What follows belongs to an exercise in optimizing a design on an open flow for small area; a production flow would make more cautious choices.
Function was checked by simulation only, so behaviour that the tests miss may differ from the original.
Power and IR drop assume default switching activity.

build 91:
==> flow/design.v <==
module sync_fifo #(
    parameter DATA_WIDTH = 8,
    parameter DEPTH = 32,
    parameter ALMOST_COUNT = 2
) (
    input wire clk,
    input wire reset,
    input wire wr_en,
    input wire rd_en,
    input wire [DATA_WIDTH-1:0] wr_data,
    output reg [DATA_WIDTH-1:0] rd_data,
    output wire empty,
    output wire full,
    output wire almost_empty,
    output wire almost_full,
    output wire valid,
    output wire overflow,
    output wire underflow,
    output wire [DEPTH:0] count
);
localparam AW = $clog2(DEPTH);
reg [AW:0] n;                           
reg [DATA_WIDTH-1:0] mem [0:DEPTH-1];   
assign empty        = (n == 0);
assign full         = n[AW];
assign almost_empty = (n != 0) && (n <= ALMOST_COUNT);
assign almost_full  = !n[AW] && (n >= DEPTH - ALMOST_COUNT);
assign valid        = rd_en && !empty;
assign overflow     = wr_en && full;
assign underflow    = rd_en && empty;
assign count        = {{(DEPTH-AW){1'b0}}, n};
wire do_wr = wr_en && !full;
wire do_rd = valid;
wire up = do_wr && !do_rd;
wire dn = do_rd && !do_wr;
reg [AW:0] tgl;
reg all1, all0;
integer k;
always @(*) begin
    all1 = 1'b1;
    all0 = 1'b1;
    for (k = 0; k <= AW; k = k + 1) begin
        tgl[k] = (up && all1) || (dn && all0);
        all1 = all1 && n[k];
        all0 = all0 && !n[k];
    end
end
always @(posedge clk or posedge reset) begin
    if (reset)
        n <= 0;
    else
        n <= n ^ tgl;
end
integer i;
always @(posedge clk) begin
    if (do_wr) begin
        mem[0] <= wr_data;
        for (i = 1; i < DEPTH; i = i + 1)
            mem[i] <= mem[i-1];
    end
end
wire [DEPTH-1:0] nsel = {{(DEPTH-1){1'b0}}, 1'b1} << n[AW-1:0];
wire [DEPTH-1:0] rsel = {nsel[0], nsel[DEPTH-1:1]};
localparam NG = (DEPTH + 2) / 3;             
wire [DATA_WIDTH-1:0] grp_n [0:NG-1];        
genvar g, b;
generate
    for (g = 0; g < NG; g = g + 1) begin : grp
        for (b = 0; b < DATA_WIDTH; b = b + 1) begin : bit_
            if (3*g + 2 < DEPTH) begin : full3
                sync_fifo_aoi222 u (
                    .a1(rsel[3*g]),   .a2(mem[3*g][b]),
                    .b1(rsel[3*g+1]), .b2(mem[3*g+1][b]),
                    .c1(rsel[3*g+2]), .c2(mem[3*g+2][b]),
                    .y(grp_n[g][b]));
            end else begin : part2
                sync_fifo_aoi22 u (
                    .a1(rsel[3*g]),   .a2(mem[3*g][b]),
                    .b1(rsel[3*g+1]), .b2(mem[3*g+1][b]),
                    .y(grp_n[g][b]));
            end
        end
    end
endgenerate
reg [DATA_WIDTH-1:0] rword;
integer j;
always @(*) begin
    rword = {DATA_WIDTH{1'b1}};
    for (j = 0; j < NG; j = j + 1)
        rword = rword & grp_n[j];
    rword = ~rword;
end
always @(posedge clk) begin
    if (do_rd)
        rd_data <= rword;
end
endmodule
module sync_fifo_aoi222 (
    input wire a1, a2, b1, b2, c1, c2,
    output wire y
);
assign y = ~((a1 & a2) | (b1 & b2) | (c1 & c2));
endmodule
module sync_fifo_aoi22 (
    input wire a1, a2, b1, b2,
    output wire y
);
assign y = ~((a1 & a2) | (b1 & b2));
endmodule
export LEC_CHECK = 0
export CAP_MARGIN = 20
export CORE_MARGIN = 2
export CORE_UTILIZATION = 40
export SLEW_MARGIN = 20
create_clock -name core_clock -period 6.5 [get_ports {clk}]
standard.sh (not shown) runs the stock make flow with config.mk's settings and CLKGATE_MAP_FILE= SYNTH_SCRIPT=/design/flow/synth_recipe.tcl, a recipe that flattens the netlist after the stock synthesis.
==> flow/flow/run.sh <==
#!/bin/bash
# Own layout flow: the standard flow (standard.sh), with
#  - synthesis identical except for the ABC script used for the
#    combinational mapping (flow/abc_area.script, an area-oriented
#    mapping); registers are mapped exactly as in the standard synthesis;
#  - smaller port buffers, one shared tie cell, and a clock tree of small
#    buffers without dummy loads.
# Each tool's full output goes to the ORFS logs under orfs/logs and to
# standard.log in this folder.
set -euo pipefail
HERE=$(pwd)
mkdir -p mysynth
sed "s#log_cmd abc {\*}\$abc_args#log_cmd abc {*}[lreplace \$abc_args 1 1 $HERE/flow/abc_area.script]#" \
    "$FLOW_HOME/scripts/synth.tcl" > mysynth/synth.tcl
grep -q "flow/abc_area.script" mysynth/synth.tcl
sed "s#\$::env(SCRIPTS_DIR)/synth.tcl#$HERE/mysynth/synth.tcl#" synth_recipe.tcl > mysynth/synth_recipe.tcl
grep -q "mysynth/synth.tcl" mysynth/synth_recipe.tcl

source "$HERE/flow/settings.sh"

bash standard.sh \
    SYNTH_SCRIPT="$HERE/mysynth/synth_recipe.tcl" \
    "${EXTRA[@]}" \
    finish > standard.log 2>&1
==> flow/flow/abc_area.script <==
strash
&get -n
&st
&syn2
&dch
&nf -R 1000
&put
==> flow/flow/settings.sh <==
EXTRA=(
    CORE_UTILIZATION=80
    PLACE_DENSITY=0.85
    SKIP_REPAIR_TIE_FANOUT=1
    "SYNTH_KEEP_MODULES=sync_fifo_aoi222 sync_fifo_aoi22"
    "BUFFER_PORTS_ARGS=-buffer_cell sky130_fd_sc_hd__buf_1"
    "CTS_ARGS=-sink_clustering_enable -repair_clock_nets -dont_use_dummy_load -buf_list {sky130_fd_sc_hd__clkbuf_4 sky130_fd_sc_hd__clkbuf_8} -root_buf sky130_fd_sc_hd__clkbuf_4 -tree_buf sky130_fd_sc_hd__clkbuf_4 -sink_clustering_buffer sky130_fd_sc_hd__clkbuf_8 -sink_clustering_size 18 -sink_clustering_max_diameter 70"
)
Relative to build 91, the following input files were edited for build 37:
-- flow/flow/settings.sh --
<<< build 91, line 1
EXTRA=(
    CORE_UTILIZATION=80
    PLACE_DENSITY=0.85
    SKIP_REPAIR_TIE_FANOUT=1
>>> build 37, line 1
EXTRA=(
    CORE_UTILIZATION=70
    SKIP_REPAIR_TIE_FANOUT=1
--- outcome ---
- In summary, build 37 completed successfully, with a layout that passed the timing, DRC and antenna checks.
- Of build 91 and build 37, the lower top achievable clock speed belongs to build 37.
- Build 37 vs. build 91: y dimension of the die went up by 6.7%.
- From build 91 to build 37 the numbers moved as follows: power dissipated by switching net loads higher; buffer share of cell area rose by 0.47 points; post-detailed-route via-to-cell ratio lost 0.54; detailed-routed wire length on met3 went down 340 µm.
- Looking at build 91 and build 37, the fraction of area in multi-input gates is a wash.
- Going from build 91 to build 37, filler cell count grew by more than half.
[inputs] build 39 vs build 37
-- flow/flow/settings.sh --
<<< build 37, line 1
EXTRA=(
    CORE_UTILIZATION=70
    SKIP_REPAIR_TIE_FANOUT=1
>>> build 39, line 1
EXTRA=(
    CORE_UTILIZATION=88
    PLACE_DENSITY=0.92
    SKIP_REPAIR_TIE_FANOUT=1
## What came out
- Comparing build 39 with build 37, the synthesized cell count came out essentially unchanged.
- Build 39 did not run to completion, as it errored out during 3_5_place_dp.
- Looking at the reports, build 37 completed the entire flow and the layout it produced met the timing, DRC and antenna checks.
- Build 37 -> build 39: HPWL after detailed placement increased by more than a quarter
- Number of standard-cell rows in the floorplan, build 37 and build 39: smaller value in build 39
- Synthesized-area fraction occupied by and/or/nand/nor cells came out exactly the same in build 37 and build 39.
> inputs changed (build 39 -> build 45)
==> flow/flow/settings.sh <==
EXTRA=(
    CORE_UTILIZATION=80
    PLACE_DENSITY=0.85
    SKIP_REPAIR_TIE_FANOUT=1
    "SYNTH_KEEP_MODULES=sync_fifo_aoi222 sync_fifo_aoi22"
    "BUFFER_PORTS_ARGS=-buffer_cell sky130_fd_sc_hd__buf_1"
    "CTS_ARGS=-sink_clustering_enable -repair_clock_nets -dont_use_dummy_load -buf_list {sky130_fd_sc_hd__clkbuf_2 sky130_fd_sc_hd__clkbuf_8} -root_buf sky130_fd_sc_hd__clkbuf_2 -tree_buf sky130_fd_sc_hd__clkbuf_2 -sink_clustering_buffer sky130_fd_sc_hd__clkbuf_8 -sink_clustering_size 20 -sink_clustering_max_diameter 80"
)
## What came out
Build 45 ran to completion and came out clean on the timing, DRC and antenna checks.
As of build 45, row count had risen by a few percent compared to build 39.
Compared with build 39, build 45 shows a higher die extent in x.
Compared with build 39, build 45 shows a initial cell density of the core that is 8.8 points lower.
Number of buffers inserted by port buffering essentially unchanged between build 45 and build 39.
## Diff of input files: build 92 against build 45
==> flow/flow/settings.sh <==
EXTRA=(
    CORE_UTILIZATION=70
    SLEW_MARGIN=0
    CAP_MARGIN=0
    SKIP_REPAIR_TIE_FANOUT=1
    "SYNTH_KEEP_MODULES=sync_fifo_aoi222 sync_fifo_aoi22"
    "BUFFER_PORTS_ARGS=-buffer_cell sky130_fd_sc_hd__buf_1"
    "CTS_ARGS=-sink_clustering_enable -repair_clock_nets -dont_use_dummy_load -buf_list {sky130_fd_sc_hd__clkbuf_4 sky130_fd_sc_hd__clkbuf_8} -root_buf sky130_fd_sc_hd__clkbuf_4 -tree_buf sky130_fd_sc_hd__clkbuf_4 -sink_clustering_buffer sky130_fd_sc_hd__clkbuf_8 -sink_clustering_size 18 -sink_clustering_max_diameter 70"
)
### Flow results
Post-DP HPWL of build 92 exceeds that of build 45 slightly.
Delta(peak ir drop on the vdd network, build 92 - build 45) > 0
Going from build 45 to build 92, relative slew slack shrinks by 13 points.
Area of the die, build 92 vs build 45: up by more than 10%
The run showing the smaller portion of total power attributed to the clock network is build 45.
For build 45, the critical-path cell with the highest stage delay was sky130_fd_sc_hd__or2_0, unlike build 92, where it was sky130_fd_sc_hd__dfrtp_1.
Taking build 45 as the reference point, the data arrival time at the worst-slack endpoint of build 92 falls by 0.05 ns.
Against build 45, wire length of the first global-routing pass in build 92 rose by a few percent.

static timing again, ports no longer ideal:
In the flow no input, the clock included, has a driving cell. The finished layouts below were timed again as built, in two steps. Step 1, drivers: a clkbuf_16 drives clk and a buf_2 each remaining input, both assumed. Step 2 adds t to the input delays and takes it off the output delays; t is the mean of the earliest and latest rising clock arrival at the registers after step 1. Input paths then give back, and output paths get back, about the clock's delay inside the block. Slacks: no drivers / after step 1 / after step 2; pairs: no drivers / after step 1.
run | shift t [ns] | setup WS [ns] | hold WS [ns] | worst register clock-pin slew, ns
build 91 | 0.621 | 2.488 / 2.452 / 2.993 | 0.448 / 0.448 / 0.448 | 0.11 / 0.11
build 37 | 0.638 | 2.448 / 2.414 / 3.052 | 0.435 / 0.435 / 0.435 | 0.11 / 0.11
build 45 | 0.700 | 2.386 / 2.351 / 2.988 | 0.400 / 0.400 / 0.400 | 0.12 / 0.12
build 92 | 0.639 | 2.443 / 2.409 / 2.992 | 0.434 / 0.434 / 0.434 | 0.11 / 0.11
After both steps every run listed still meets setup and hold.
